Context: an optimization exercise on an open-source flow, tuned for small area. The choices shown serve that exercise and are no tape-out recipe. Function was checked by simulation only, so behaviour that the tests miss may differ from the original. The flow treats the clock pin as an ideal source, which a real chip does not have. Power is estimated from default activity; no workload was simulated.

`design/flow/design.v`:
```
module apb_slave (
	input wire s1,
	input wire s2,
	input wire ns3,
	input wire ns4,
	input wire sf,
	input wire c0,
	input wire c1,
	input wire n0,
	input wire n1,
	output wire rd
);
wire cnt_n;                  
counter_control u_cnt (.s1(s1), .s2(s2), .sf(sf), .c0(c0), .c1(c1), .y_n(cnt_n));
assign rd = ~((ns3 | n0) & (ns4 | n1) & cnt_n);
endmodule
module register (
	input wire we_n,
	input wire wdata,
	input wire q,
	output wire nxt
);
assign nxt = we_n ? q : ~wdata;
endmodule
module counter_control (
	input wire s1,
	input wire s2,
	input wire sf,
	input wire c0,
	input wire c1,
	output wire y_n
);
assign y_n = ~((s1 & c0) | (s2 & c1) | sf);
endmodule
module counter (
	input wire we,
	input wire we_n,
	input wire wdata,
	input wire inc,
	output wire nxt
);
assign nxt = (we & wdata) | (we_n & inc);
endmodule
module timer_top (
	input wire sys_clk,
	input wire sys_rst_n,
	input wire tim_pwrite,
	input wire tim_psel,
	input wire tim_penable,
	input wire [11:0] tim_paddr,
	input wire [31:0] tim_pwdata,
	input wire [3:0] tim_pstrb,
	input wire dbg_mode,
	output reg [31:0] tim_prdata,
	output wire tim_pready,
	output wire tim_pslverr,
	output wire tim_int
);
wire addr_ok = ~(|tim_paddr[11:5]) & ~(|tim_paddr[1:0]);
wire [2:0] ra = tim_paddr[4:2];
wire wr = tim_psel & tim_penable & tim_pwrite & addr_ok;
assign tim_pready = 1'b1;
assign tim_pslverr = ~addr_ok;
wire we_tcr   = wr & (ra == 3'd0);
wire we_tdr0  = wr & (ra == 3'd1);
wire we_tdr1  = wr & (ra == 3'd2);
wire we_tcmp0 = wr & (ra == 3'd3);
wire we_tcmp1 = wr & (ra == 3'd4);
wire we_tier  = wr & (ra == 3'd5);
wire we_tisr  = wr & (ra == 3'd6);
wire we_thcsr = wr & (ra == 3'd7);
reg        timer_en, div_en, int_en, int_st, halt_req;
reg  [3:0] div_val;
reg  [7:0] pcnt;
reg [63:0] cnt;
reg [63:0] ncmp;             
reg        cdef0, cdef1;     
wire [7:0] pmask;
genvar i;
generate
	for (i = 0; i < 8; i = i + 1) begin : g_mask
		assign pmask[i] = (div_val > i);
	end
endgenerate
wire dv0 = (div_val == 4'd0);
wire phit = (pcnt == pmask);
wire cnt_en = timer_en & (~div_en | dv0 | phit);
wire prun = timer_en & div_en & ~dv0 & ~phit;
wire [8:0] pc;
assign pc[0] = 1'b1;
generate
	for (i = 0; i < 8; i = i + 1) begin : g_pinc
		assign pc[i+1] = pc[i] & pcnt[i];
	end
endgenerate
wire [7:0] pcnt_nxt = {8{prun}} & (pcnt ^ pc[7:0]);
wire [3:0] gall;             
wire [4:0] gpre;             
wire [63:0] cc;
assign gpre[0] = 1'b1;
generate
	for (i = 0; i < 4; i = i + 1) begin : g_grp
		assign gall[i] = &cnt[16*i+15:16*i];
		assign gpre[i+1] = gpre[i] & gall[i];
	end
	for (i = 0; i < 64; i = i + 1) begin : g_cinc
		if (i % 16 == 0) begin : g_first
			assign cc[i] = cnt_en & gpre[i/16];
		end else begin : g_next
			assign cc[i] = cc[i-1] & cnt[i-1];
		end
	end
endgenerate
wire [63:0] cinc = cnt ^ cc[63:0];
wire [63:0] cnxt;
wire we_tdr0_n = ~we_tdr0;
wire we_tdr1_n = ~we_tdr1;
generate
	for (i = 0; i < 32; i = i + 1) begin : g_csel
		counter u_lo (.we(we_tdr0), .we_n(we_tdr0_n), .wdata(tim_pwdata[i]), .inc(cinc[i]),    .nxt(cnxt[i]));
		counter u_hi (.we(we_tdr1), .we_n(we_tdr1_n), .wdata(tim_pwdata[i]), .inc(cinc[i+32]), .nxt(cnxt[i+32]));
	end
endgenerate
wire match_lo = cdef0 ? (gall[0] & gall[1]) : &(cnt[31:0] ^ ncmp[31:0]);
wire match_hi = cdef1 ? (gall[2] & gall[3]) : &(cnt[63:32] ^ ncmp[63:32]);
wire match = match_lo & match_hi;
always @(posedge sys_clk or negedge sys_rst_n) begin
	if (!sys_rst_n) begin
		timer_en <= 1'b0;
		div_en   <= 1'b0;
		div_val  <= 4'd1;
		int_en   <= 1'b0;
		int_st   <= 1'b0;
		halt_req <= 1'b0;
		cnt      <= 64'd0;
		cdef0    <= 1'b1;
		cdef1    <= 1'b1;
	end else begin
		if (we_tcr) begin
			timer_en <= tim_pwdata[0];
			div_en   <= tim_pwdata[1];
			if (tim_pwdata[11:8] < 4'd9)
				div_val <= tim_pwdata[11:8];
		end
		if (we_tier)  int_en   <= tim_pwdata[0];
		if (we_thcsr) halt_req <= tim_pwdata[0];
		int_st <= int_st ? ~(we_tisr & tim_pwdata[0]) : match;
		cnt <= cnxt;
		if (we_tcmp0) cdef0 <= 1'b0;
		if (we_tcmp1) cdef1 <= 1'b0;
	end
end
wire [63:0] ncmp_nxt;
wire we_tcmp0_n = ~we_tcmp0;
wire we_tcmp1_n = ~we_tcmp1;
generate
	for (i = 0; i < 32; i = i + 1) begin : g_cmp
		register u_lo (.we_n(we_tcmp0_n), .wdata(tim_pwdata[i]), .q(ncmp[i]),    .nxt(ncmp_nxt[i]));
		register u_hi (.we_n(we_tcmp1_n), .wdata(tim_pwdata[i]), .q(ncmp[i+32]), .nxt(ncmp_nxt[i+32]));
	end
endgenerate
always @(posedge sys_clk) begin
	ncmp <= ncmp_nxt;
end
always @(posedge sys_clk) begin
	pcnt <= pcnt_nxt;
end
assign tim_int = int_st & int_en;
wire rs_tcr = (ra == 3'd0), rs_tdr0 = (ra == 3'd1), rs_tdr1 = (ra == 3'd2),
     rs_cmp0 = (ra == 3'd3), rs_cmp1 = (ra == 3'd4), rs_tier = (ra == 3'd5),
     rs_tisr = (ra == 3'd6), rs_thcsr = (ra == 3'd7);
wire rs_cmp0_n = ~rs_cmp0, rs_cmp1_n = ~rs_cmp1;
wire rs_def = (rs_cmp0 & cdef0) | (rs_cmp1 & cdef1);
wire [31:0] rd_cc;           
generate
	for (i = 0; i < 32; i = i + 1) begin : g_rd
		apb_slave u_rd (.s1(rs_tdr0), .s2(rs_tdr1), .ns3(rs_cmp0_n), .ns4(rs_cmp1_n), .sf(rs_def),
		                .c0(cnt[i]), .c1(cnt[i+32]), .n0(ncmp[i]), .n1(ncmp[i+32]), .rd(rd_cc[i]));
	end
endgenerate
always @* begin
	tim_prdata = rd_cc;
	tim_prdata[0] = rd_cc[0] | (rs_tcr & timer_en) | (rs_tier & int_en) | (rs_tisr & int_st) | (rs_thcsr & halt_req);
	tim_prdata[1] = rd_cc[1] | (rs_tcr & div_en) | (rs_thcsr & dbg_mode & halt_req);
	tim_prdata[11:8] = rd_cc[11:8] | ({4{rs_tcr}} & div_val);
end
endmodule
```
`design/flow/flow/run.sh`:
```
#!/bin/bash
# The standard layout (standard.sh, unchanged synthesis) with:
#  - port buffers of the smallest buffer cell instead of the default pick
#  - clock tree without dummy load cells, built from small clock buffers;
#    after CTS, leaf buffers whose flip-flop clock pins see a slow edge are
#    upsized (flow/post_cts.tcl)
#  - after floorplan, combinational cells are sized down to the smallest of
#    their family (flow/post_floorplan.tcl); later repair upsizes as needed
set -o pipefail
export BUFFER_PORTS_ARGS="-buffer_cell sky130_fd_sc_hd__buf_1"
export CTS_ARGS="-sink_clustering_enable -repair_clock_nets -dont_use_dummy_load -buf_list sky130_fd_sc_hd__clkbuf_4"
export POST_CTS_TCL="$(pwd)/flow/post_cts.tcl"
export POST_FLOORPLAN_TCL="$(pwd)/flow/post_floorplan.tcl"
bash standard.sh finish > standard.log 2>&1
```
`design/flow/flow/post_cts.tcl`:
```
# Upsize clock-tree leaf buffers whose flip-flop clock pins see a slow edge.
estimate_parasitics -placement
foreach inst [get_cells clkbuf_*] {
  set worst 0.0
  foreach pin [get_pins -of_objects $inst -filter "direction==output"] {
    foreach load [get_pins -of_objects [get_nets -of_objects $pin] -filter "direction==input"] {
      set s [get_property $load slew_max]
      if {$s > $worst} { set worst $s }
    }
  }
  if {$worst > 0.10} {
    puts "POST_CTS upsizing [get_name $inst] (clock slew $worst)"
    replace_cell $inst sky130_fd_sc_hd__clkbuf_8
  }
}
estimate_parasitics -placement
detailed_placement
check_placement -verbose
report_design_area
```
`design/flow/flow/post_floorplan.tcl`:
```
# Size every combinational cell down to the smallest cell of its family;
# the placement and CTS repair steps that follow upsize what timing needs.
set ndown 0
foreach inst [get_cells *] {
  set ref [get_property $inst ref_name]
  if {![regexp {^(sky130_fd_sc_hd__[a-z0-9]+)_([0-9]+)$} $ref -> fam drv]} continue
  if {[regexp {__(df|sdf|edf|dl|sdl|clk|conb|tap|fill|decap|buf|probe|lpflow|ebuf|einv)} $fam]} continue
  set best $ref; set barea [get_property [get_lib_cells */$ref] area]
  foreach lc [get_lib_cells */${fam}_*] {
    set n [get_name $lc]
    if {![regexp "^${fam}_\[0-9\]+\$" $n]} continue
    if {[get_property $lc dont_use]} continue
    set a [get_property $lc area]
    if {$a < $barea} { set best $n; set barea $a }
  }
  if {$best != $ref} { replace_cell $inst $best; incr ndown }
}
puts "DOWNSIZE resized $ndown cells"
report_design_area
```
`design/flow/standard.sh`:
```
#!/bin/bash
# synth_recipe.tcl (not shown) runs the flow's synth.tcl, then flattens the netlist and writes it again
# the make line also repeats each setting of config.mk as NAME=value (left out here)
make -C /OpenROAD-flow-scripts/flow DESIGN_CONFIG=/design/flow/config.mk WORK_HOME=/design/flow/orfs CLKGATE_MAP_FILE= SYNTH_SCRIPT=/design/flow/synth_recipe.tcl "${@:-finish}"
```
`design/flow/config.mk`:
```
export PLATFORM = sky130hd
export DESIGN_NAME = timer_top
export DESIGN_NICKNAME = timer_top
export VERILOG_FILES = /design/flow/design.v
export SDC_FILE = /design/flow/constraint.sdc
export NUM_CORES = 4
export LEC_CHECK = 0
export CAP_MARGIN = 20
export CORE_MARGIN = 2
export CORE_UTILIZATION = 70
export PLACE_DENSITY = 0.8
export SLEW_MARGIN = 20
export SYNTH_HIERARCHICAL = 1
```
`design/flow/constraint.sdc`:
```
create_clock -name core_clock -period 5.5 [get_ports {sys_clk}]
set_input_delay 1.1000 -clock core_clock [delete_from_list [all_inputs] [get_ports {sys_clk}]]
set_output_delay 1.1000 -clock core_clock [all_outputs]
set_load 0.01 [all_outputs]
```
==> results of run 1 <==
[metrics by stage]
| stage | worst slack, ns | instances | hold WS, ns | util | cell area, um^2 |
|---|---|---|---|---|---|
| detailed placement | 0.520 | 936 | 0.472 | 0.707 | 8040 |
| floorplan | 0.433 | 731 | 0.461 | - | 8100 |
| global placement | 0.646 | 935 | 0.463 | 0.704 | 8010 |
| global route | 0.283 | 953 | 0.502 | 0.722 | 8200 |
| finish | 0.460 | 953 | 0.485 | 0.722 | 8200 |
[worst paths after layout]
path	startpoint	end	slack, ns	cells past startpoint
min in group asynchronous	sys_rst_n	cnt[57]	0.79	2
max in group asynchronous	sys_rst_n	cnt[0]	4.18	2
min	ncmp[24]	ncmp[24]	0.49	2
max reg2reg	div_val[2]	cnt[47]	0.46	22
min reg2reg	ncmp[24]	ncmp[24]	0.49	2
max	div_val[2]	cnt[47]	0.46	22
[area by class of cell]
type / instances / area [um^2] / area share
Clock buffer: 17 / 165 / 0.0201
Timing Repair Buffer: 96 / 437 / 0.0532
Multi-Input combinational cell: 543 / 4080 / 0.497
Sequential cell: 147 / 3320 / 0.405
Inverter: 7 / 26.3 / 0.00320
Tap cell: 143 / 179 / 0.0218
[per-module statistics from Yosys, one instance, submodules excluded]
module	area (um^2)	cells inside	times used
timer_top	6010	475	1
apb_slave	15.0	1	32
counter_control	15.0	1	32
counter	8.76	1	64
register	8.76	2	64
[power breakdown]
group	switching (mW)	internal, mW	total, mW
clock	0.332	0.189	0.521
sequential	0.00199	1.07	1.08
combinational	0.0768	0.0310	0.108
total	0.411	1.29	1.70
[worst min-delay path, stage by stage, from the launching register on]
cell	delay [ns]
dfxtp_1	0.34
nand2_1	0.06
o21ai_1	0.05
[cell usage in the layout (no fill, tap or decap), types with 3 or more instances in the layout]
cell / Yosys / routed
buf_1: 0 / 82
nand2_1: 72 / 72
dfrtp_1: 72 / 72
dfxtp_1: 72 / 72
ha_1: 66 / 66
a22o_1: 65 / 65
o21ai_1: 64 / 64
xnor2_1: 61 / 61
o221ai_1: 0 / 32
a221oi_1: 0 / 32
nand4_1: 23 / 23
nor4_1: 19 / 20
clkbuf_4: 0 / 12
buf_4: 27 / 11
nand3_1: 10 / 10
a21oi_1: 8 / 9
nor2_1: 9 / 8
xor2_1: 8 / 8
inv_1: 7 / 7
nor3_1: 7 / 7
nor3b_1: 7 / 7
clkbuf_8: 0 / 6
o21ai_0: 5 / 5
and2_1: 5 / 5
mux2_2: 5 / 5
nand2b_1: 4 / 4
o31a_1: 4 / 4
a21o_1: 3 / 4
or3_1: 3 / 3
a31oi_1: 3 / 3
dfstp_2: 3 / 3
[metal layers]
layer	vias up	track usage
met5	-	0
met3	66	0.0871
met4	0	0.147
li1	2983	-
met2	405	0.554
met1	3182	0.464
[sequential cells by signal (all words and copies together) (netlist names)]
signal	count
cdef0	1
pcnt	8
div_en	1
ncmp	64
int_st	1
div_val	4
timer_en	1
cdef1	1
cnt	64
halt_req	1
int_en	1
[cell families (layout without fill, tap and decap cells)]
group                    count (synthesis)  count (layout)  share of synthesized area
adder cells (fa/ha/maj)                 66              66                      0.102
other                                    1               1                   0.000463
flip-flops                             147             147                      0.410
buffers and inverters                   41             120                     0.0329
AND/OR/NAND/NOR                        171             171                      0.108
multiplexers                             5               5                    0.00695
AO/OA/AOI/OAI                          231             231                      0.264
XOR/XNOR                                69              69                     0.0746
[cell usage after synthesis (all sizes together), types with 4 or more instances]
| master | count | area, um^2 |
|---|---|---|
| dfxtp | 72 | 1440 |
| a21o | 4 | 31.3 |
| nor3 | 8 | 45.0 |
| nand2b | 4 | 25.0 |
| buf | 31 | 229 |
| nor3b | 7 | 52.6 |
| a22o | 65 | 569 |
| o221ai | 32 | 480 |
| o31a | 4 | 35.0 |
| ha | 66 | 826 |
| dfrtp | 72 | 1800 |
| a21oi | 9 | 48.8 |
| o21ai | 69 | 345 |
| a221oi | 32 | 480 |
| nor4 | 20 | 131 |
| nand2 | 74 | 283 |
| and2 | 6 | 38.8 |
| nor2 | 9 | 33.8 |
| xor2 | 8 | 70.1 |
| mux2 | 5 | 56.3 |
| nand3 | 10 | 50.1 |
| inv | 7 | 26.3 |
| nand4 | 23 | 144 |
| xnor2 | 61 | 534 |
==> flow_metrics.py, run 1 <==
metrics = {
    "status": {
        "run_status": "complete, no violations",
    },
    "timing": {
        "finalSetupViolations": 0,
        "skew_ns": 0.0325,
        "timing.fmax_ghz": 0.198,
        "worstMarginPinSlew_ns": 1.13,
        "fin_crit_ns": 5.04,
        "rsz0062_at_grt": "no",
        "fin_tns_setup_ns": 0,
        "slew_violations": 0,
        "relSlewSlack": 0.245,
        "min_period_over_period": 0.916,
        "hold_viol_final": 0,
    },
    "route": {
        "wl_met2_mm": 10.1,
        "drt_iter0_drc": 737,
        "via_count": 6636,
        "first_pass_iters": 5,
        "ant_nets": 0,
        "drc": 0,
        "wl_met1_mm": 8.57,
        "finalWirelength_mm": 21.6,
        "highest_layer": "met4",
        "wl_met3_mm": 2.17,
        "routed_via_density": 6.96,
        "routedWlPerCell_um": 22.7,
    },
    "power": {
        "power.leakage_nw": 3.46,
        "report.power.total_mw": 1.70,
        "powerDensity_mw_per_mm2": 208,
        "vdd_drop_max_v": 0.000158,
    },
    "worst_setup_path": {
        "cp-end-kind": "flop",
        "cp_max_fo": 15,
        "worstPathCellList": "or3_1, a32o_1, a21oi_1, a2111o_1, a21oi_1, ha_1, ha_1, ha_1, ha_1, ha_1, ha_1, ha_1, ha_1, ha_1, ha_1, ha_1, ha_1, ha_1, ha_1, ha_1, xor2_1, a22o_1",
        "cp.required_ns": 5.85,
        "cp_common_cell": "ha_1",
        "critPathBufInv": 0,
        "crit_type": "flop to flop",
        "slowest_stage": "dfrtp_1",
        "cpLargestDelayFamily": "adder cells",
        "worst_path_largest_cell_delay_ns": 0.54,
        "cp.arrival_ns": 5.39,
        "start_kind": "flop",
    },
    "synth": {
        "ys_warn_count": 7,
        "syn_area_per_cell_um2": 11.1,
        "synth_ff_type": "dfxtp_1",
        "syn_nets": 851,
        "ys_async_sr_fraction": 0.510,
        "synth_cell_types": 54,
        "netlist_area_mm2": 0.00810,
        "synth-seq-cells": 147,
        "synth_edf_count": 0,
        "ys_seq_area_frac": 0.410,
        "postSynthCellCount": 731,
    },
    "clock_network": {
        "cts_num_sinks": 147,
        "cts_tree": "yes",
        "insertion_delay_ns": 0.45,
        "path_clk_slew_ns": 0.10,
    },
    "layout": {
        "drive_above_1_share": 0.0543,
        "layout-area-overhead-vs-synth_pct": 1.33,
        "nFillCells": 843,
        "diodes": 0,
        "nNetsFinal": 932,
    },
    "place": {
        "gp_congestion": 0.912,
        "hpwl_mm": 15.1,
        "numPortBuffers": 83,
    },
    "floorplanning": {
        "die_width_um": 112,
        "die_area_mm2": 0.0124,
        "row_count": 39,
        "die_y_um": 112,
        "io_pins": 89,
        "start_util": 0.712,
        "core_area_mm2": 0.0114,
    },
    "global_routing": {
        "grt_start_max_net_pins": 76,
        "grt_util_all_layers": 0.350,
        "grt_pass1_vias": 6314,
        "grt_pass1_wl_mm": 33.9,
        "gr-total-overflow": 0,
        "antenna_found_initial": 0,
    },
    "job": {
        "cap_violations": 0,
    },
    "worst_hold_path": {
        "hp-class": "flop to flop",
    },
}
==> inputs of run 2 (changes only) <==
--- a/design/flow/design.v
+++ b/design/flow/design.v
@@ -72,7 +72,8 @@
 reg        timer_en, div_en, int_en, int_st, halt_req;
 reg  [3:0] div_val;
 reg  [7:0] pcnt;
-reg [63:0] cnt;
+reg [63:0] cnt;              
+reg        cnt_clr;          
 reg [63:0] ncmp;             
 reg        cdef0, cdef1;     
 wire [7:0] pmask;
@@ -113,8 +114,8 @@
 endgenerate
 wire [63:0] cinc = cnt ^ cc[63:0];
 wire [63:0] cnxt;
-wire we_tdr0_n = ~we_tdr0;
-wire we_tdr1_n = ~we_tdr1;
+wire we_tdr0_n = ~we_tdr0 & ~cnt_clr;
+wire we_tdr1_n = ~we_tdr1 & ~cnt_clr;
 generate
 	for (i = 0; i < 32; i = i + 1) begin : g_csel
 		counter u_lo (.we(we_tdr0), .we_n(we_tdr0_n), .wdata(tim_pwdata[i]), .inc(cinc[i]),    .nxt(cnxt[i]));
@@ -123,7 +124,7 @@
 endgenerate
 wire match_lo = cdef0 ? (gall[0] & gall[1]) : &(cnt[31:0] ^ ncmp[31:0]);
 wire match_hi = cdef1 ? (gall[2] & gall[3]) : &(cnt[63:32] ^ ncmp[63:32]);
-wire match = match_lo & match_hi;
+wire match = ~cnt_clr & match_lo & match_hi;
 always @(posedge sys_clk or negedge sys_rst_n) begin
 	if (!sys_rst_n) begin
 		timer_en <= 1'b0;
@@ -132,7 +133,7 @@
 		int_en   <= 1'b0;
 		int_st   <= 1'b0;
 		halt_req <= 1'b0;
-		cnt      <= 64'd0;
+		cnt_clr  <= 1'b1;
 		cdef0    <= 1'b1;
 		cdef1    <= 1'b1;
 	end else begin
@@ -145,7 +146,7 @@
 		if (we_tier)  int_en   <= tim_pwdata[0];
 		if (we_thcsr) halt_req <= tim_pwdata[0];
 		int_st <= int_st ? ~(we_tisr & tim_pwdata[0]) : match;
-		cnt <= cnxt;
+		cnt_clr <= 1'b0;
 		if (we_tcmp0) cdef0 <= 1'b0;
 		if (we_tcmp1) cdef1 <= 1'b0;
 	end
@@ -161,6 +162,7 @@
 endgenerate
 always @(posedge sys_clk) begin
 	ncmp <= ncmp_nxt;
+	cnt  <= cnxt;
 end
 always @(posedge sys_clk) begin
 	pcnt <= pcnt_nxt;
@@ -170,11 +172,12 @@
      rs_cmp0 = (ra == 3'd3), rs_cmp1 = (ra == 3'd4), rs_tier = (ra == 3'd5),
      rs_tisr = (ra == 3'd6), rs_thcsr = (ra == 3'd7);
 wire rs_cmp0_n = ~rs_cmp0, rs_cmp1_n = ~rs_cmp1;
+wire rs_tdr0_v = rs_tdr0 & ~cnt_clr, rs_tdr1_v = rs_tdr1 & ~cnt_clr;
 wire rs_def = (rs_cmp0 & cdef0) | (rs_cmp1 & cdef1);
 wire [31:0] rd_cc;           
 generate
 	for (i = 0; i < 32; i = i + 1) begin : g_rd
-		apb_slave u_rd (.s1(rs_tdr0), .s2(rs_tdr1), .ns3(rs_cmp0_n), .ns4(rs_cmp1_n), .sf(rs_def),
+		apb_slave u_rd (.s1(rs_tdr0_v), .s2(rs_tdr1_v), .ns3(rs_cmp0_n), .ns4(rs_cmp1_n), .sf(rs_def),
 		                .c0(cnt[i]), .c1(cnt[i+32]), .n0(ncmp[i]), .n1(ncmp[i+32]), .rd(rd_cc[i]));
 	end
 endgenerate
--- a/design/flow/config.mk
+++ b/design/flow/config.mk
@@ -7,7 +7,7 @@
 export LEC_CHECK = 0
 export CAP_MARGIN = 20
 export CORE_MARGIN = 2
-export CORE_UTILIZATION = 70
-export PLACE_DENSITY = 0.8
+export CORE_UTILIZATION = 76
+export PLACE_DENSITY = 0.84
 export SLEW_MARGIN = 20
 export SYNTH_HIERARCHICAL = 1
==> run 2 against run 1 <==
Against the previous run:
- combinational power increased by 13%
- sequential power is essentially flat
- via count decreased by 0.68%
- register-to-register slack got worse by 0.03 ns
- sequential share of layout area down 1.9 points
- clock skew is 0.0011 ns lower
- critical path depth up 2
- sequential cell count up 1
- critical path type unchanged
- critical endpoint is now cnt[63]
- largest power group unchanged
- highest routed layer unchanged
==> flow_metrics.py, run 2 <==
metrics = {
    "synth": {
        "yosysMostFrequentCell": "dfxtp_1",
        "ys_seq_area_frac": 0.389,
        "ys_top_cells_by_count": "dfxtp_1, nand2_1, ha_1",
        "ys_async_sr_fraction": 0.0811,
        "ys_warn_count": 7,
        "synth_ff_type": "dfxtp_1",
        "synth_top_family_by_area": "compound AO/OA/AOI/OAI gates",
        "syn_area_per_cell_um2": 10.7,
        "synthAdderAreaFrac": 0.106,
        "synth-seq-cells": 148,
        "synth_top_cell_by_area": "dfxtp_1",
        "netlist_area_mm2": 0.00779,
        "synth_compound_area_frac": 0.279,
        "synthMuxAreaShare": 0.00418,
        "synth_area_leaders": "dfxtp_1, ha_1, a22o_1, xnor2_1, a221oi_2",
        "synth-simple-area-share": 0.105,
        "syn_nets": 851,
        "synth_cell_types": 58,
        "postSynthCellCount": 731,
        "synth_xor_area_frac": 0.0776,
        "yosys.area.top_type_share": 0.350,
        "synth_edf_count": 0,
    },
    "place": {
        "placed_area_mm2": 0.00766,
        "placedCellCount": 923,
        "numPortBuffers": 83,
        "hpwl_mm": 14.8,
        "gp_congestion": 0.981,
        "post-place-ws_ns": 0.497,
    },
    "timing": {
        "min_period_over_period": 0.922,
        "slew_violations": 0,
        "skew_ns": 0.0314,
        "rsz0062_at_grt": "no",
        "finalSetupViolations": 0,
        "fin_tns_setup_ns": 0,
        "relSlewSlack": 0.384,
        "timing.fmax_ghz": 0.197,
        "worst_slack_ns": 0.429,
        "worstMarginPinSlew_ns": 0.922,
        "hold_viol_final": 0,
        "fin_crit_ns": 5.07,
    },
    "layout": {
        "reg_top3": "cnt (64), ncmp (64), pcnt (8)",
        "drive_above_1_share": 0.0558,
        "layout-area-overhead-vs-synth_pct": 0.642,
        "final_cell_area_mm2": 0.00784,
        "layout.cells.most_common": "dfxtp_1",
        "final_cell_count_no_fill": 940,
        "layout_common_cells": "dfxtp_1, buf_1, nand2_1",
        "nFillCells": 674,
        "diodes": 0,
        "nNetsFinal": 929,
        "utilization": 0.795,
    },
    "floorplanning": {
        "die_width_um": 105,
        "io_pins": 89,
        "die_y_um": 105,
        "row_count": 36,
        "core_area_mm2": 0.00986,
        "die_area_mm2": 0.0111,
        "start_util": 0.790,
    },
    "worst_setup_path": {
        "worstPathCellList": "inv_1, a2111oi_0, o22ai_1, o31ai_1, a31oi_1, buf_4, nor3_1, ha_1, ha_1, ha_1, ha_1, ha_1, ha_1, ha_1, ha_1, ha_1, ha_1, ha_1, ha_1, ha_1, ha_1, ha_1, xor2_1, a22o_1",
        "worst_path_largest_cell_delay_ns": 0.62,
        "critPathBufInv": 2,
        "cp_common_cell": "ha_1",
        "cp-end-kind": "flop",
        "cp_max_fo": 12,
        "cp.required_ns": 5.84,
        "cpLargestDelayFamily": "adder cells",
        "cp.arrival_ns": 5.41,
        "crit_type": "flop to flop",
        "slowest_stage": "dfstp_2",
        "start_kind": "flop",
    },
    "global_routing": {
        "gr-usage-met2": 0.614,
        "busiest_layer": "met2",
        "grt_pass1_vias": 6188,
        "use_met3": 0.105,
        "gr-usage-met1": 0.490,
        "grt_start_max_net_pins": 46,
        "gr-total-overflow": 0,
        "grt_util_all_layers": 0.388,
        "antenna_found_initial": 0,
        "grt_pass1_wl_mm": 33.2,
    },
    "clock_network": {
        "insertion_delay_ns": 0.44,
        "path_clk_slew_ns": 0.09,
        "cts_tree": "yes",
        "cts_num_sinks": 148,
    },
    "job": {
        "cap_violations": 0,
    },
    "status": {
        "run_status": "complete, no violations",
    },
    "route": {
        "first_pass_iters": 5,
        "drc": 0,
        "ant_nets": 0,
        "routed_via_density": 7.01,
        "via_count": 6591,
        "drt_iter0_drc": 642,
        "finalWirelength_mm": 21.1,
        "routedWlPerCell_um": 22.4,
    },
    "power": {
        "powerDensity_mw_per_mm2": 221,
        "vdd_drop_max_v": 0.000351,
        "power.leakage_nw": 3.12,
    },
    "worst_hold_path": {
        "hp-class": "flop to flop",
    },
}
run 2: cell count changes after synthesis, sizes merged, moves of 4 or more:
cell   before  now
o21ai      69   73
nand3      10    5
and3        2    7
nor3b       7    2
dfxtp      72  136
nand2      74   78
xnor2      61   57
xor2        8   12
o31a        4    0
dfrtp      72    8
run 2: final timing paths:
check | slack, ns | startpoint | cells past startpoint | end
max | 0.43 | div_val[0] | 24 | cnt[63]
min | 0.48 | ncmp[2] | 2 | ncmp[2]
max reg2reg | 0.43 | div_val[0] | 24 | cnt[63]
min reg2reg | 0.48 | ncmp[2] | 2 | ncmp[2]
max in group asynchronous | 4.31 | sys_rst_n | 1 | div_val[2]
min in group asynchronous | 0.70 | sys_rst_n | 1 | div_en
run 2: report_power, final:
group / internal, mW / leakage, nW / switching, mW
logic: 0.0374 / 1.77 / 0.0847
clock network: 0.205 / 0.0989 / 0.330
registers: 1.07 / 1.24 / 0.00199
run 2: metal layers:
layer  vias to the layer above  share of wire
li1                       2978              -
met3                        91           0.11
met2                       413           0.46
met1                      3109           0.38
met5                         -              0
met4                         0          0.046
run 2: area by class of cell:
| type | count | area [um^2] | area share |
|---|---|---|---|
| clock buffers | 17 | 178 | 0.0227 |
| inverters | 8 | 30.0 | 0.00383 |
| flip-flops and latches | 148 | 3030 | 0.386 |
| repair buffers | 94 | 394 | 0.0503 |
| multi-input cells | 540 | 4040 | 0.516 |
| well taps | 133 | 166 | 0.0212 |
run 2: logic make-up (layout without fill, tap and decap cells):
family | count (synthesis) | after routing
fa+ha+maj | 66 | 66
mux | 3 | 3
compound gates | 235 | 235
flops | 148 | 148
buf+inv | 43 | 119
other cells | 2 | 2
xor+xnor | 69 | 69
simple gates | 165 | 165
run 2: worst register-to-register path, delay by kind of cell (launching register included):
kind | cells | cell delay [ns]
adders and majority gates | 15 | 2.48
AOI/OAI and AO/OA | 5 | 1.27
DFF | 1 | 0.62
buffers and inverters | 2 | 0.29
and+or+nand+nor | 1 | 0.25
xor gates and xnor gates | 1 | 0.07
run 2: per-module statistics from Yosys (local to each module, per instance):
module	times used	area, um^2	cells	flops+latches
counter_control	32	15.0	1	0
apb_slave	32	15.0	1	0
counter	64	8.76	1	0
timer_top	1	5710	475	148
register	64	8.76	2	0
run 2: per-stage QoR:
| step | power, mW | hold slack [ns] |
|---|---|---|
| 2_1_floorplan | 1.20 | 0.467 |
| 3_3_place_gp | 1.22 | 0.462 |
| 3_5_place_dp | 1.22 | 0.471 |
| 5_1_grt | 1.79 | 0.503 |
| 6_report | 1.73 | 0.480 |
==> inputs of run 3 (changes only) <==
--- a/design/flow/config.mk
+++ b/design/flow/config.mk
@@ -7,7 +7,7 @@
 export LEC_CHECK = 0
 export CAP_MARGIN = 20
 export CORE_MARGIN = 2
-export CORE_UTILIZATION = 76
-export PLACE_DENSITY = 0.84
+export CORE_UTILIZATION = 70
+export PLACE_DENSITY = 0.8
 export SLEW_MARGIN = 20
 export SYNTH_HIERARCHICAL = 1
==> run 3 against run 2 <==
Against the previous run:
- first-iteration DRC count is 17% lower
- synthesized cell count stayed put
- area after synthesis stayed put
- worst setup slack better by 0.0051 ns
- critical endpoint is now cnt[15]
- highest routed layer unchanged
- sequential cell count stayed put
- hold slack better by 0.00050 ns
- still clean
- die area is 8.2% higher
- core utilization is 7.0 points lower
- clock-buffer cell count stayed put
- global-route usage is 3.1 points lower
- combinational power hardly changed
==> flow_metrics.py, run 3 <==
metrics = {
    "status": {
        "run_status": "complete, no violations",
    },
    "floorplanning": {
        "die_y_um": 109,
        "core_area_mm2": 0.0108,
        "die_width_um": 109,
        "die_area_mm2": 0.0120,
        "io_pins": 89,
        "row_count": 38,
        "start_util": 0.719,
    },
    "timing": {
        "hold_ws_ns": 0.481,
        "timing.fmax_ghz": 0.197,
        "worstMarginPinSlew_ns": 0.897,
        "rsz0062_at_grt": "no",
        "relSlewSlack": 0.402,
        "worst_slack_ns": 0.434,
        "finalSetupViolations": 0,
        "skew_ns": 0.0411,
        "fin_tns_setup_ns": 0,
        "slew_violations": 0,
        "fin_crit_ns": 5.07,
        "hold_viol_final": 0,
        "min_period_over_period": 0.921,
    },
    "power": {
        "powerDensity_mw_per_mm2": 223,
        "vdd_drop_max_v": 0.000204,
        "power.leakage_nw": 3.12,
        "report.power.total_mw": 1.75,
    },
    "route": {
        "routedWlPerCell_um": 21.8,
        "first_pass_iters": 5,
        "via_count": 6426,
        "finalWirelength_mm": 20.7,
        "drc": 0,
        "ant_nets": 0,
        "drt_iter0_drc": 531,
        "routed_via_density": 6.78,
    },
    "clock_network": {
        "cts_tree": "yes",
        "cts_num_sinks": 148,
        "insertion_delay_ns": 0.45,
        "path_clk_slew_ns": 0.10,
    },
    "synth": {
        "synth_area_leaders": "dfxtp_1, ha_1, a22o_1, xnor2_1, a221oi_2",
        "ys_warn_count": 7,
        "synth_edf_count": 0,
        "netlist_area_mm2": 0.00779,
        "ys_seq_area_frac": 0.389,
        "synth_cell_types": 58,
        "postSynthCellCount": 731,
        "yosys.area.top_type_share": 0.350,
        "ys_async_sr_fraction": 0.0811,
        "synth_top_cell_by_area": "dfxtp_1",
        "yosysMostFrequentCell": "dfxtp_1",
        "syn_area_per_cell_um2": 10.7,
        "synth_ff_type": "dfxtp_1",
        "syn_nets": 851,
        "synth-seq-cells": 148,
        "ys_top_cells_by_count": "dfxtp_1, nand2_1, ha_1",
    },
    "worst_hold_path": {
        "hold_depth": 2,
        "hold_path.startpoint": "ncmp[28]",
        "hold_end": "ncmp[28]",
        "hp-class": "flop to flop",
    },
    "place": {
        "post-place-ws_ns": 0.493,
        "numPortBuffers": 83,
        "placed_area_mm2": 0.00767,
        "gp_congestion": 0.978,
        "placedCellCount": 931,
        "hpwl_mm": 14.6,
    },
    "layout": {
        "layout_common_cells": "dfxtp_1, buf_1, nand2_1",
        "layout-area-overhead-vs-synth_pct": 0.867,
        "reg_top3": "cnt (64), ncmp (64), pcnt (8)",
        "diodes": 0,
        "final_cell_count_no_fill": 948,
        "drive_above_1_share": 0.0569,
        "nFillCells": 847,
        "layout.cells.most_common": "dfxtp_1",
        "nNetsFinal": 930,
        "utilization": 0.725,
        "final_cell_area_mm2": 0.00786,
    },
    "global_routing": {
        "grt_pass1_vias": 6216,
        "grt_util_all_layers": 0.356,
        "antenna_found_initial": 0,
        "grt_start_max_net_pins": 37,
        "grt_pass1_wl_mm": 32.3,
        "gr-total-overflow": 0,
    },
    "worst_setup_path": {
        "start_kind": "flop",
        "crit_type": "flop to flop",
        "cp.arrival_ns": 5.41,
        "cp_max_fo": 12,
        "regToRegStartpoint": "div_val[3]",
        "rr_worst_depth": 23,
        "cp.required_ns": 5.84,
        "cp-end-kind": "flop",
        "r2r_slack_ns": 0.43,
        "worstReg2RegEnd": "cnt[15]",
    },
    "job": {
        "cap_violations": 0,
    },
}
-- run 3: worst max-delay path, stage by stage (launching register included) --
cell and delay (ns):
dfrtp_1 0.51, or3_1 0.45, mux2i_1 0.17, nor3_1 0.07
a31oi_1 0.19, buf_4 0.21, and2b_1 0.20, ha_1 0.19
ha_1 0.19, ha_1 0.19, ha_1 0.18, ha_1 0.19
ha_1 0.19, ha_1 0.19, ha_1 0.19, ha_1 0.19
ha_1 0.18, ha_1 0.19, ha_1 0.19, ha_1 0.19
ha_1 0.19, ha_1 0.19, xor2_1 0.14, a22o_1 0.18
-- run 3: Yosys stat by module (local to each module, per instance) --
module / times used / flops+latches / cell area [um^2]
apb_slave: 32 / 0 / 15.0
counter: 64 / 0 / 8.76
counter_control: 32 / 0 / 15.0
register: 64 / 0 / 8.76
timer_top: 1 / 148 / 5710
-- run 3: worst max-delay path by stage --
stage	to	startpoint	cells past startpoint	slack, ns
after floorplan	cnt[0]	tim_paddr[7]	5	-0.26
after global placement	cnt[15]	div_val[0]	23	0.62
final	cnt[15]	div_val[3]	23	0.43
after global routing	cnt[63]	div_val[0]	24	0.22
after detailed placement	cnt[15]	div_val[0]	23	0.49
-- run 3: report_power, final --
| group | total, mW | internal, mW | switching, mW | leakage [nW] |
|---|---|---|---|---|
| combinational | 0.123 | 0.0377 | 0.0853 | 1.78 |
| clock | 0.551 | 0.212 | 0.339 | 0.102 |
| sequential | 1.08 | 1.07 | 0.00179 | 1.24 |
| total | 1.75 | 1.32 | 0.426 | 3.12 |
-- run 3: logic make-up (layout without fill, tap and decap cells) --
family                   count (synthesis)  in the layout  synth area share
other                                    2              2          0.000964
flip-flops                             148            148             0.389
AND/OR/NAND/NOR                        165            165             0.105
multiplexers                             3              3           0.00418
adder cells (fa/ha/maj)                 66             66             0.106
XOR/XNOR                                69             69            0.0776
buffers and inverters                   43            120            0.0392
AO/OA/AOI/OAI                          235            235             0.279
-- run 3: layer usage --
| layer | GRT usage | share of wire | vias up |
|---|---|---|---|
| li1 | - | - | 2968 |
| met1 | 0.428 | 0.40 | 3045 |
| met2 | 0.594 | 0.48 | 331 |
| met3 | 0.0996 | 0.077 | 82 |
| met4 | 0.159 | 0.043 | 0 |
| met5 | 0 | 0 | - |
-- run 3: layout make-up --
cell class | instances | area, um^2 | area share
Tap cell | 140 | 175 | 0.0223
Clock buffer | 17 | 184 | 0.0234
Inverter | 8 | 30.0 | 0.00382
Multi-Input combinational cell | 540 | 4040 | 0.514
Sequential cell | 148 | 3030 | 0.385
Timing Repair Buffer | 95 | 402 | 0.0511
==> inputs of run 4 (changes only) <==
--- a/design/flow/design.v
+++ b/design/flow/design.v
@@ -16,11 +16,12 @@
 endmodule
 module register (
 	input wire we_n,
+	input wire hold,
 	input wire wdata,
 	input wire q,
 	output wire nxt
 );
-assign nxt = we_n ? q : ~wdata;
+assign nxt = ~((wdata | we_n) & ~(hold & q));
 endmodule
 module counter_control (
 	input wire s1,
@@ -75,7 +76,6 @@
 reg [63:0] cnt;              
 reg        cnt_clr;          
 reg [63:0] ncmp;             
-reg        cdef0, cdef1;     
 wire [7:0] pmask;
 genvar i;
 generate
@@ -122,9 +122,7 @@
 		counter u_hi (.we(we_tdr1), .we_n(we_tdr1_n), .wdata(tim_pwdata[i]), .inc(cinc[i+32]), .nxt(cnxt[i+32]));
 	end
 endgenerate
-wire match_lo = cdef0 ? (gall[0] & gall[1]) : &(cnt[31:0] ^ ncmp[31:0]);
-wire match_hi = cdef1 ? (gall[2] & gall[3]) : &(cnt[63:32] ^ ncmp[63:32]);
-wire match = ~cnt_clr & match_lo & match_hi;
+wire match = ~cnt_clr & (&(cnt ^ ncmp));
 always @(posedge sys_clk or negedge sys_rst_n) begin
 	if (!sys_rst_n) begin
 		timer_en <= 1'b0;
@@ -134,8 +132,6 @@
 		int_st   <= 1'b0;
 		halt_req <= 1'b0;
 		cnt_clr  <= 1'b1;
-		cdef0    <= 1'b1;
-		cdef1    <= 1'b1;
 	end else begin
 		if (we_tcr) begin
 			timer_en <= tim_pwdata[0];
@@ -147,17 +143,17 @@
 		if (we_thcsr) halt_req <= tim_pwdata[0];
 		int_st <= int_st ? ~(we_tisr & tim_pwdata[0]) : match;
 		cnt_clr <= 1'b0;
-		if (we_tcmp0) cdef0 <= 1'b0;
-		if (we_tcmp1) cdef1 <= 1'b0;
 	end
 end
 wire [63:0] ncmp_nxt;
 wire we_tcmp0_n = ~we_tcmp0;
 wire we_tcmp1_n = ~we_tcmp1;
+wire hold_tcmp0 = ~we_tcmp0 & ~cnt_clr;
+wire hold_tcmp1 = ~we_tcmp1 & ~cnt_clr;
 generate
 	for (i = 0; i < 32; i = i + 1) begin : g_cmp
-		register u_lo (.we_n(we_tcmp0_n), .wdata(tim_pwdata[i]), .q(ncmp[i]),    .nxt(ncmp_nxt[i]));
-		register u_hi (.we_n(we_tcmp1_n), .wdata(tim_pwdata[i]), .q(ncmp[i+32]), .nxt(ncmp_nxt[i+32]));
+		register u_lo (.we_n(we_tcmp0_n), .hold(hold_tcmp0), .wdata(tim_pwdata[i]), .q(ncmp[i]),    .nxt(ncmp_nxt[i]));
+		register u_hi (.we_n(we_tcmp1_n), .hold(hold_tcmp1), .wdata(tim_pwdata[i]), .q(ncmp[i+32]), .nxt(ncmp_nxt[i+32]));
 	end
 endgenerate
 always @(posedge sys_clk) begin
@@ -173,7 +169,7 @@
      rs_tisr = (ra == 3'd6), rs_thcsr = (ra == 3'd7);
 wire rs_cmp0_n = ~rs_cmp0, rs_cmp1_n = ~rs_cmp1;
 wire rs_tdr0_v = rs_tdr0 & ~cnt_clr, rs_tdr1_v = rs_tdr1 & ~cnt_clr;
-wire rs_def = (rs_cmp0 & cdef0) | (rs_cmp1 & cdef1);
+wire rs_def = (rs_cmp0 | rs_cmp1) & cnt_clr;
 wire [31:0] rd_cc;           
 generate
 	for (i = 0; i < 32; i = i + 1) begin : g_rd
--- a/design/flow/config.mk
+++ b/design/flow/config.mk
@@ -7,7 +7,7 @@
 export LEC_CHECK = 0
 export CAP_MARGIN = 20
 export CORE_MARGIN = 2
-export CORE_UTILIZATION = 70
-export PLACE_DENSITY = 0.8
+export CORE_UTILIZATION = 76
+export PLACE_DENSITY = 0.84
 export SLEW_MARGIN = 20
 export SYNTH_HIERARCHICAL = 1
==> run 4 against run 3 <==
Against the previous run:
- non-clock buffer count shrank 1
- core utilization grew 3.1 points
- sequential power is essentially flat
- via count grew 1.0%
- sequential share of layout area shrank 0.24 points
- first-iteration DRC count grew 42%
- routed wire length grew 3.7%
- final area shrank 1.1%
- clock skew shrank 0.013 ns
- combinational power grew 16%
- clock-buffer cell count is the same
- largest cell class unchanged
- largest power group unchanged
==> flow_metrics.py, run 4 <==
metrics = {
    "power": {
        "powerDensity_mw_per_mm2": 223,
        "report.power.total_mw": 1.73,
        "power.leakage_nw": 3.16,
        "vdd_drop_max_v": 0.000197,
    },
    "route": {
        "first_pass_iters": 6,
        "finalWirelength_mm": 21.5,
        "drc": 0,
        "drt_iter0_drc": 756,
        "ant_nets": 0,
        "routed_via_density": 7.43,
        "routedWlPerCell_um": 24.6,
        "via_count": 6490,
    },
    "worst_hold_path": {
        "hp-class": "flop to flop",
    },
    "place": {
        "placedCellCount": 855,
        "hpwl_mm": 14.2,
        "gp_congestion": 0.959,
        "post-place-ws_ns": 0.719,
        "numPortBuffers": 83,
    },
    "synth": {
        "synth-simple-area-share": 0.0671,
        "ys_warn_count": 7,
        "synth_compound_area_frac": 0.364,
        "yosys.area.top_type_share": 0.340,
        "synth_xor_area_frac": 0.0601,
        "synth_top_family_by_area": "compound AO/OA/AOI/OAI gates",
        "ys_async_sr_fraction": 0.0685,
        "synth_cell_types": 54,
        "syn_area_per_cell_um2": 12.1,
        "netlist_area_mm2": 0.00802,
        "syn_nets": 781,
        "synth_ff_type": "dfxtp_1",
        "synth_area_leaders": "dfxtp_1, o2bb2ai_2, ha_1, a22o_1, a221oi_2",
        "postSynthCellCount": 661,
        "yosysMostFrequentCell": "dfxtp_1",
        "synth-seq-cells": 146,
        "synthAdderAreaFrac": 0.103,
        "synthMuxAreaShare": 0.00281,
        "ys_top_cells_by_count": "dfxtp_1, ha_1, a22o_1",
        "synth_edf_count": 0,
        "ys_seq_area_frac": 0.371,
        "synth_top_cell_by_area": "dfxtp_1",
    },
    "status": {
        "run_status": "complete, no violations",
    },
    "layout": {
        "nNetsFinal": 859,
        "reg_top3": "cnt (64), ncmp (64), pcnt (8)",
        "diodes": 0,
        "layout_common_cells": "dfxtp_1, buf_1, ha_1",
        "drive_above_1_share": 0.0597,
        "layout.cells.most_common": "dfxtp_1",
        "final_cell_count_no_fill": 873,
        "layout-area-overhead-vs-synth_pct": -3.08,
    },
    "clock_network": {
        "cts_num_sinks": 146,
        "insertion_delay_ns": 0.45,
        "cts_tree": "yes",
        "path_clk_slew_ns": 0.09,
    },
    "timing": {
        "finalSetupViolations": 0,
        "fin_crit_ns": 4.89,
        "skew_ns": 0.0280,
        "relSlewSlack": 0.352,
        "slew_violations": 0,
        "fin_tns_setup_ns": 0,
        "worst_slack_ns": 0.608,
        "hold_viol_final": 0,
        "worstMarginPinSlew_ns": 0.973,
        "timing.fmax_ghz": 0.204,
        "min_period_over_period": 0.889,
        "rsz0062_at_grt": "no",
    },
    "worst_setup_path": {
        "cp.arrival_ns": 5.24,
        "cp_max_fo": 12,
        "crit_type": "flop to flop",
        "cp.required_ns": 5.85,
        "start_kind": "flop",
        "cp-end-kind": "flop",
    },
    "floorplanning": {
        "die_area_mm2": 0.0114,
        "start_util": 0.780,
        "row_count": 37,
        "die_width_um": 107,
        "core_area_mm2": 0.0103,
        "io_pins": 89,
        "die_y_um": 107,
    },
    "global_routing": {
        "gr-total-overflow": 0,
        "grt_pass1_wl_mm": 33.3,
        "grt_pass1_vias": 6137,
        "grt_util_all_layers": 0.385,
        "grt_start_max_net_pins": 34,
        "antenna_found_initial": 0,
    },
    "job": {
        "cap_violations": 0,
    },
}
run 4: changes by cell type in the layout (fill, tap and decap cells not counted), sizes merged, moves of 6 or more:
cell     change
and3         -6
xor2        +14
o21ai       -63
inv          -6
nor3         +6
o2bb2ai     +65
nand2       -58
xnor2       -28
nor4        -11
run 4: final timing paths:
check | from | to | slack [ns] | cells past startpoint
min | pcnt[0] | pcnt[0] | 0.49 | 1
max reg2reg | div_val[1] | cnt[63] | 0.61 | 22
min reg2reg | pcnt[0] | pcnt[0] | 0.49 | 1
max in group asynchronous | sys_rst_n | int_en | 4.50 | 1
min in group asynchronous | sys_rst_n | div_val[2] | 0.61 | 1
max | div_val[1] | cnt[63] | 0.61 | 22
run 4: report_power, final:
part / internal [mW] / switching [mW] / leakage (nW)
logic: 0.0433 / 0.0993 / 1.84
clock network: 0.197 / 0.330 / 0.0963
registers: 1.06 / 0.00162 / 1.22
total: 1.30 / 0.431 / 3.16
run 4: cells by family (layout without fill, tap and decap cells):
| family | Yosys count | count (layout) |
|---|---|---|
| other cells | 2 | 2 |
| fa+ha+maj | 66 | 66 |
| buf+inv | 37 | 113 |
| mux | 2 | 2 |
| compound gates | 252 | 252 |
| simple gates | 101 | 101 |
| flops | 146 | 146 |
| xor+xnor | 55 | 55 |
run 4: per-module statistics from Yosys, one instance, submodules excluded:
module           times used  cell area [um^2]  cells inside
timer_top                 1              5530           469
register                 64              15.0             1
apb_slave                32              15.0             1
counter                  64              8.76             1
counter_control          32              15.0             1
run 4: stage by stage:
step | instance area (um^2) | utilization | hold slack [ns]
after floorplan | 8030 | - | 0.427
after global placement | 7570 | 0.737 | 0.444
after detailed placement | 7570 | 0.737 | 0.474
after global routing | 7770 | 0.756 | 0.494
final | 7770 | 0.756 | 0.488
run 4: cell type report:
| type | count | area [um^2] |
|---|---|---|
| multi-input cells | 478 | 4030 |
| flip-flops and latches | 146 | 2980 |
| fillers | 758 | 2510 |
| repair buffers | 94 | 414 |
| clock buffers | 17 | 171 |
| well taps | 136 | 170 |
| inverters | 2 | 7.51 |
run 4: worst max-delay path, cell delays in order, from the launching register on:
cell	delay (ns)
dfrtp_1	0.61
xnor2_1	0.18
nor4b_1	0.07
o21ai_0	0.28
a211o_1	0.30
a21oi_1	0.12
ha_1	0.22
ha_1	0.19
ha_1	0.18
ha_1	0.19
ha_1	0.21
ha_1	0.19
ha_1	0.18
ha_1	0.20
ha_1	0.20
ha_1	0.21
ha_1	0.19
ha_1	0.18
ha_1	0.19
ha_1	0.19
ha_1	0.20
xor2_1	0.15
a22o_1	0.17
run 4: per-layer routing:
| layer | up-vias | global-route usage | share of wire |
|---|---|---|---|
| met5 | - | 0 | 0 |
| met3 | 88 | 0.0863 | 0.11 |
| met2 | 451 | 0.595 | 0.46 |
| met1 | 3105 | 0.508 | 0.39 |
| met4 | 0 | 0.196 | 0.039 |
| li1 | 2846 | - | - |
==> inputs of run 5 (changes only) <==
--- a/design/flow/config.mk
+++ b/design/flow/config.mk
@@ -7,7 +7,7 @@
 export LEC_CHECK = 0
 export CAP_MARGIN = 20
 export CORE_MARGIN = 2
-export CORE_UTILIZATION = 76
-export PLACE_DENSITY = 0.84
+export CORE_UTILIZATION = 70
+export PLACE_DENSITY = 0.8
 export SLEW_MARGIN = 20
 export SYNTH_HIERARCHICAL = 1
==> run 5 against run 4 <==
Against the previous run:
- hold slack improved by 0.0093 ns
- clock power increased by 1%
- via count fell by 0.88%
- non-clock buffer count increased by 1
- cell count grew 0.92%
- synthesized cell count unchanged
- worst setup slack improved by 0.041 ns
- critical endpoint unchanged
- clock skew is 0.0076 ns higher
- critical path depth is the same
- routed wire length grew 0.74%
- combinational power about the same
- die area grew 8.2%
==> flow_metrics.py, run 5 <==
metrics = {
    "route": {
        "finalWirelength_mm": 21.6,
        "routedWlPerCell_um": 24.6,
        "via_count": 6433,
        "routed_via_density": 7.30,
        "drt_iter0_drc": 673,
        "first_pass_iters": 5,
        "drc": 0,
        "ant_nets": 0,
    },
    "layout": {
        "nFillCells": 892,
        "layout-area-overhead-vs-synth_pct": -2.93,
        "layout.cells.most_common": "dfxtp_1",
        "regArea_mm2": 0.00298,
        "layout_common_cells": "dfxtp_1, buf_1, ha_1",
        "final_cell_area_mm2": 0.00778,
        "multi_input_area_mm2": 0.00403,
        "drive_above_1_share": 0.0596,
        "reg_top3": "cnt (64), ncmp (64), pcnt (8)",
        "nNetsFinal": 860,
        "diodes": 0,
    },
    "global_routing": {
        "antenna_found_initial": 0,
        "gr-usage-met2": 0.551,
        "gr-usage-met1": 0.463,
        "grt_start_max_net_pins": 34,
        "use_met3": 0.0771,
        "busiest_layer": "met2",
        "gr-total-overflow": 0,
        "grt_util_all_layers": 0.350,
        "grt_pass1_wl_mm": 34.1,
        "grt_pass1_vias": 6237,
    },
    "power": {
        "vdd_drop_max_v": 0.000210,
        "netSwitchingPower_mw": 0.438,
        "power.leakage_nw": 3.16,
        "p_int_mw": 1.30,
        "comb_power_share": 0.082,
        "report.power.total_mw": 1.74,
        "clockPowerShare": 0.307,
        "pwr-share-seq": 0.611,
        "powerDensity_mw_per_mm2": 223,
        "p_sw_frac": 0.252,
    },
    "timing": {
        "hold_ws_ns": 0.497,
        "slew_violations": 0,
        "hold_viol_final": 0,
        "finalSetupViolations": 0,
        "skew_ns": 0.0355,
        "worstMarginPinSlew_ns": 0.977,
        "worst_slack_ns": 0.649,
        "fin_crit_ns": 4.85,
        "min_period_over_period": 0.882,
        "fin_tns_setup_ns": 0,
        "relSlewSlack": 0.345,
        "timing.fmax_ghz": 0.206,
        "rsz0062_at_grt": "no",
    },
    "floorplanning": {
        "die_y_um": 111,
        "io_pins": 89,
        "die_area_mm2": 0.0123,
        "core_area_mm2": 0.0113,
        "row_count": 39,
        "die_width_um": 111,
        "start_util": 0.711,
    },
    "synth": {
        "yosys.area.top_type_share": 0.340,
        "postSynthCellCount": 661,
        "ys_warn_count": 7,
        "netlist_area_mm2": 0.00802,
        "synth_area_leaders": "dfxtp_1, o2bb2ai_2, ha_1, a22o_1, a221oi_2",
        "yosysMostFrequentCell": "dfxtp_1",
        "ys_top_cells_by_count": "dfxtp_1, ha_1, a22o_1",
        "synth_top_cell_by_area": "dfxtp_1",
        "ys_async_sr_fraction": 0.0685,
        "ys_seq_area_frac": 0.371,
        "synth-seq-cells": 146,
        "synth_cell_types": 54,
        "synth_ff_type": "dfxtp_1",
        "synth_edf_count": 0,
        "syn_nets": 781,
        "syn_area_per_cell_um2": 12.1,
    },
    "worst_setup_path": {
        "cp_max_fo": 12,
        "crit_type": "flop to flop",
        "cp-end-kind": "flop",
        "slowest_stage": "dfrtp_1",
        "start_kind": "flop",
        "cpLargestDelayFamily": "adder cells",
        "worst_path_largest_cell_delay_ns": 0.54,
        "worstPathCellList": "xor2_1, a22o_1, a21oi_1, a211o_1, a21oi_1, ha_1, ha_1, ha_1, ha_1, ha_1, ha_1, ha_1, ha_1, ha_1, ha_1, ha_1, ha_1, ha_1, ha_1, ha_1, xor2_1, a22o_1",
        "cp.arrival_ns": 5.19,
        "cp.required_ns": 5.84,
        "cp_common_cell": "ha_1",
        "critPathBufInv": 0,
    },
    "worst_hold_path": {
        "hp-class": "flop to flop",
    },
    "clock_network": {
        "cts_num_sinks": 146,
        "insertion_delay_ns": 0.45,
        "cts_tree": "yes",
        "path_clk_slew_ns": 0.09,
    },
    "place": {
        "numPortBuffers": 83,
        "gp_congestion": 0.918,
        "hpwl_mm": 14.3,
        "post-place-ws_ns": 0.659,
        "placed_area_mm2": 0.00758,
    },
    "job": {
        "cap_violations": 0,
    },
    "status": {
        "run_status": "complete, no violations",
    },
}
## run 5: cells by family (layout without fill, tap and decap cells)
family          after synthesis  in the layout  synth area share
buf+inv                      37            114            0.0309
flops                       146            146             0.371
compound gates              252            252             0.364
xor+xnor                     55             55            0.0601
mux                           2              2           0.00281
simple gates                101            101            0.0671
other cells                   2              2          0.000937
fa+ha+maj                    66             66             0.103
## run 5: cell type report
type | count | area share
tap | 143 | 0.0230
sequential | 146 | 0.382
timing repair buffer | 95 | 0.0542
multi-input combinational | 478 | 0.517
inverter | 2 | 0.000965
clock buffer | 17 | 0.0220
## run 5: per-stage QoR
step	instances	util
floorplan	661	-
global placement	863	0.673
detailed placement	863	0.673
global route	881	0.690
finish	881	0.690
## run 5: Yosys stat by module, one instance, submodules excluded
module | cells | flops+latches
apb_slave | 1 | 0
counter | 1 | 0
counter_control | 1 | 0
register | 1 | 0
timer_top | 469 | 146
## run 5: power by group through the flow
stage | Combinational [mW] | Sequential [mW] | Clock, mW
global placement | 0.134 | 1.08 | 0
detailed placement | 0.136 | 1.08 | 0
floorplan | 0.115 | 1.08 | 0
global route | 0.151 | 1.06 | 0.578
finish | 0.142 | 1.06 | 0.534
## run 5: layer usage
metal	vias up	share of wire	wire length (um)
met5	-	0	0
met4	0	0.033	709
met3	74	0.11	2350
met2	409	0.46	9900
met1	3102	0.40	8670
li1	2848	-	-
## run 5: final timing paths
| kind | cells after the start | startpoint | slack [ns] | end |
|---|---|---|---|---|
| max | 22 | div_val[1] | 0.65 | cnt[63] |
| min | 1 | pcnt[0] | 0.50 | pcnt[0] |
| max reg2reg | 22 | div_val[1] | 0.65 | cnt[63] |
| min reg2reg | 1 | pcnt[0] | 0.50 | pcnt[0] |
| max in group asynchronous | 1 | sys_rst_n | 4.40 | div_val[1] |
| min in group asynchronous | 1 | sys_rst_n | 0.65 | div_val[3] |
==> inputs of run 6 (changes only) <==
--- a/design/flow/flow/run.sh
+++ b/design/flow/flow/run.sh
@@ -4,8 +4,9 @@
 #  - clock tree without dummy load cells, built from small clock buffers;
 #    after CTS, leaf buffers whose flip-flop clock pins see a slow edge are
 #    upsized (flow/post_cts.tcl)
-#  - after floorplan, combinational cells are sized down to the smallest of
-#    their family (flow/post_floorplan.tcl); later repair upsizes as needed
+#  - after floorplan, combinational cells with small fanout are sized down to
+#    the smallest of their family (flow/post_floorplan.tcl); later repair
+#    upsizes as needed
 set -o pipefail
 export BUFFER_PORTS_ARGS="-buffer_cell sky130_fd_sc_hd__buf_1"
 export CTS_ARGS="-sink_clustering_enable -repair_clock_nets -dont_use_dummy_load -buf_list sky130_fd_sc_hd__clkbuf_4"
--- a/design/flow/flow/post_floorplan.tcl
+++ b/design/flow/flow/post_floorplan.tcl
@@ -1,10 +1,16 @@
-# Size every combinational cell down to the smallest cell of its family;
-# the placement and CTS repair steps that follow upsize what timing needs.
+# Size combinational cells that drive few pins down to the smallest cell of
+# their family; the placement and CTS repair steps that follow upsize what
+# timing needs. Drivers of larger fanouts keep their synthesized size.
 set ndown 0
 foreach inst [get_cells *] {
   set ref [get_property $inst ref_name]
   if {![regexp {^(sky130_fd_sc_hd__[a-z0-9]+)_([0-9]+)$} $ref -> fam drv]} continue
   if {[regexp {__(df|sdf|edf|dl|sdl|clk|conb|tap|fill|decap|buf|probe|lpflow|ebuf|einv)} $fam]} continue
+  set fanout 0
+  foreach pin [get_pins -of_objects $inst -filter "direction==output"] {
+    set fanout [expr {$fanout + [llength [get_pins -of_objects [get_nets -of_objects $pin] -filter "direction==input"]]}]
+  }
+  if {$fanout > 4} continue
   set best $ref; set barea [get_property [get_lib_cells */$ref] area]
   foreach lc [get_lib_cells */${fam}_*] {
     set n [get_name $lc]
==> run 6 against run 5 <==
Against the previous run:
- still clean
- area after synthesis is the same
- hold slack gained 0.0025 ns
- clock skew shrank 0.0047 ns
- sequential cell count is the same
- core utilization grew 0.20 points
- global-route usage shrank 0.30 points
- maximum frequency shrank 2.9%
- routed wire length shrank 0.32%
- clock power grew 3%
- largest power group unchanged
==> flow_metrics.py, run 6 <==
metrics = {
    "global_routing": {
        "gr-usage-met1": 0.459,
        "antenna_found_initial": 1,
        "grt_util_all_layers": 0.347,
        "busiest_layer": "met2",
        "use_met3": 0.0880,
        "grt_start_max_net_pins": 34,
        "grt_pass1_vias": 6172,
        "grt_pass1_wl_mm": 33.5,
        "gr-total-overflow": 0,
        "gr-usage-met2": 0.546,
    },
    "clock_network": {
        "path_clk_slew_ns": 0.10,
        "cts_num_sinks": 146,
        "cts_tree": "yes",
        "insertion_delay_ns": 0.45,
    },
    "power": {
        "netSwitchingPower_mw": 0.438,
        "p_int_mw": 1.31,
        "comb_power_share": 0.082,
        "powerDensity_mw_per_mm2": 224,
        "clockPowerShare": 0.313,
        "report.power.total_mw": 1.75,
        "p_sw_frac": 0.250,
        "power.leakage_nw": 3.17,
        "vdd_drop_max_v": 0.000175,
        "pwr-share-seq": 0.605,
    },
    "worst_setup_path": {
        "crit_type": "flop to flop",
        "cp_max_fo": 12,
        "cp_common_cell": "ha_1",
        "cp.required_ns": 5.82,
        "start_kind": "flop",
        "slowest_stage": "dfrtp_1",
        "cp-end-kind": "flop",
        "worstPathCellList": "xor2_1, a22o_1, a21oi_1, a211o_1, a21oi_1, ha_1, ha_1, ha_1, ha_1, ha_1, ha_1, ha_1, ha_1, ha_1, ha_1, ha_1, ha_1, ha_1, ha_1, ha_1, xor2_1, a22o_1",
        "critPathBufInv": 0,
        "cp.arrival_ns": 5.31,
        "worst_path_largest_cell_delay_ns": 0.54,
        "cpLargestDelayFamily": "adder cells",
    },
    "layout": {
        "diodes": 0,
        "final_cell_area_mm2": 0.00780,
        "final_cell_count_no_fill": 881,
        "nNetsFinal": 860,
        "layout_common_cells": "dfxtp_1, buf_1, ha_1",
        "layout.cells.most_common": "dfxtp_1",
        "reg_top3": "cnt (64), ncmp (64), pcnt (8)",
        "layout-area-overhead-vs-synth_pct": -2.65,
        "drive_above_1_share": 0.0623,
    },
    "timing": {
        "slew_violations": 0,
        "timing.fmax_ghz": 0.200,
        "finalSetupViolations": 0,
        "min_period_over_period": 0.908,
        "rsz0062_at_grt": "no",
        "relSlewSlack": 0.349,
        "skew_ns": 0.0308,
        "fin_crit_ns": 4.99,
        "fin_tns_setup_ns": 0,
        "hold_viol_final": 0,
        "worstMarginPinSlew_ns": 0.975,
    },
    "synth": {
        "synth_edf_count": 0,
        "syn_area_per_cell_um2": 12.1,
        "postSynthCellCount": 661,
        "ys_seq_area_frac": 0.371,
        "synth_ff_type": "dfxtp_1",
        "synth_area_leaders": "dfxtp_1, o2bb2ai_2, ha_1, a22o_1, a221oi_2",
        "yosys.area.top_type_share": 0.340,
        "ys_top_cells_by_count": "dfxtp_1, ha_1, a22o_1",
        "netlist_area_mm2": 0.00802,
        "ys_warn_count": 7,
        "synth-seq-cells": 146,
        "synth_top_cell_by_area": "dfxtp_1",
        "yosysMostFrequentCell": "dfxtp_1",
        "syn_nets": 781,
        "ys_async_sr_fraction": 0.0685,
        "synth_cell_types": 54,
    },
    "place": {
        "gp_congestion": 0.956,
        "hpwl_mm": 14.4,
        "placedCellCount": 863,
        "placed_area_mm2": 0.00760,
        "numPortBuffers": 83,
    },
    "status": {
        "run_status": "complete, no violations",
    },
    "route": {
        "routedWlPerCell_um": 24.5,
        "drt_iter0_drc": 724,
        "ant_nets": 0,
        "finalWirelength_mm": 21.6,
        "via_count": 6453,
        "routed_via_density": 7.32,
        "drc": 0,
        "first_pass_iters": 5,
    },
    "floorplanning": {
        "die_width_um": 111,
        "io_pins": 89,
        "row_count": 39,
        "start_util": 0.711,
        "die_area_mm2": 0.0123,
        "core_area_mm2": 0.0113,
        "die_y_um": 111,
    },
    "worst_hold_path": {
        "hp-class": "flop to flop",
    },
    "job": {
        "cap_violations": 0,
    },
}
==> run 6: final cells by class <==
class,count,area (um^2)
Clock buffer,17,184
Tap cell,143,179
Multi-Input combinational cell,478,4050
Timing Repair Buffer,95,409
Inverter,2,7.51
Sequential cell,146,2980
Fill cell,885,3470
==> run 6: cell families after synthesis <==
family	count (synthesis)	share of synthesized area
compound gates	252	0.364
flops	146	0.371
simple gates	101	0.0671
fa+ha+maj	66	0.103
xor+xnor	55	0.0601
buf+inv	37	0.0309
other cells	2	0.000937
mux	2	0.00281
==> run 6: Yosys stat by module (local to each module, per instance) <==
module | times used | flip-flops and latches
counter | 64 | 0
counter_control | 32 | 0
timer_top | 1 | 146
apb_slave | 32 | 0
register | 64 | 0
==> run 6: final timing paths <==
kind	slack, ns	from	end	cells after the start
worst min register to register	0.50	pcnt[0]	pcnt[0]	1
worst min-delay path	0.50	pcnt[0]	pcnt[0]	1
max in group asynchronous	4.44	sys_rst_n	div_val[3]	1
min in group asynchronous	0.63	sys_rst_n	int_st	1
worst max-delay path	0.51	div_val[1]	cnt[47]	22
worst max register to register	0.51	div_val[1]	cnt[47]	22
==> run 6: through the flow <==
step | utilization | hold WS, ns | setup WS, ns
final | 0.692 | 0.500 | 0.507
after global routing | 0.692 | 0.508 | 0.306
after detailed placement | 0.675 | 0.488 | 0.629
after global placement | 0.675 | 0.460 | 0.734
after floorplan | - | 0.427 | 0.274
==> run 6: power groups by stage <==
stage / Combinational, mW / Clock [mW] / Sequential (mW)
global route: 0.151 / 0.594 / 1.06
detailed placement: 0.137 / 0 / 1.08
finish: 0.144 / 0.548 / 1.06
floorplan: 0.115 / 0 / 1.08
global placement: 0.135 / 0 / 1.08
==> run 6: per-layer routing <==
| layer | wire length, um | share of wire |
|---|---|---|
| met4 | 665 | 0.031 |
| met5 | 0 | 0 |
| met2 | 9960 | 0.46 |
| met1 | 8580 | 0.40 |
| met3 | 2360 | 0.11 |

## re-timing with driven ports
Ports are ideal in the flow. The routed layouts listed here were re-timed in OpenROAD.
Step 1, drivers: a clkbuf_16 drives sys_clk and a buf_2 each remaining input, both assumed.
Step 2, shift: input delay + t, output delay - t, t = (earliest + latest rising clock arrival at the registers) / 2. This alone moves slack from input paths to output paths.
Three values: ideal, step 1, step 2; two values: the first two.
run | t (ns) | setup slack, ns | slew at the worst register clock pin (ns) | worst data-port slew with drivers (ns) | cell pins on the clock port's net
run 1 | 0.475 | 0.460 / 0.460 / 0.460 | 0.10 / 0.10 | 0.04 | 1
run 2 | 0.466 | 0.429 / 0.429 / 0.429 | 0.10 / 0.10 | 0.03 | 1
run 3 | 0.470 | 0.434 / 0.434 / 0.434 | 0.11 / 0.11 | 0.04 | 1
run 4 | 0.468 | 0.608 / 0.608 / 0.608 | 0.09 / 0.09 | 0.04 | 1
run 5 | 0.469 | 0.649 / 0.649 / 0.649 | 0.10 / 0.10 | 0.04 | 1
run 6 | 0.473 | 0.507 / 0.507 / 0.507 | 0.10 / 0.10 | 0.04 | 1
After both steps setup and hold are still met in every run listed.
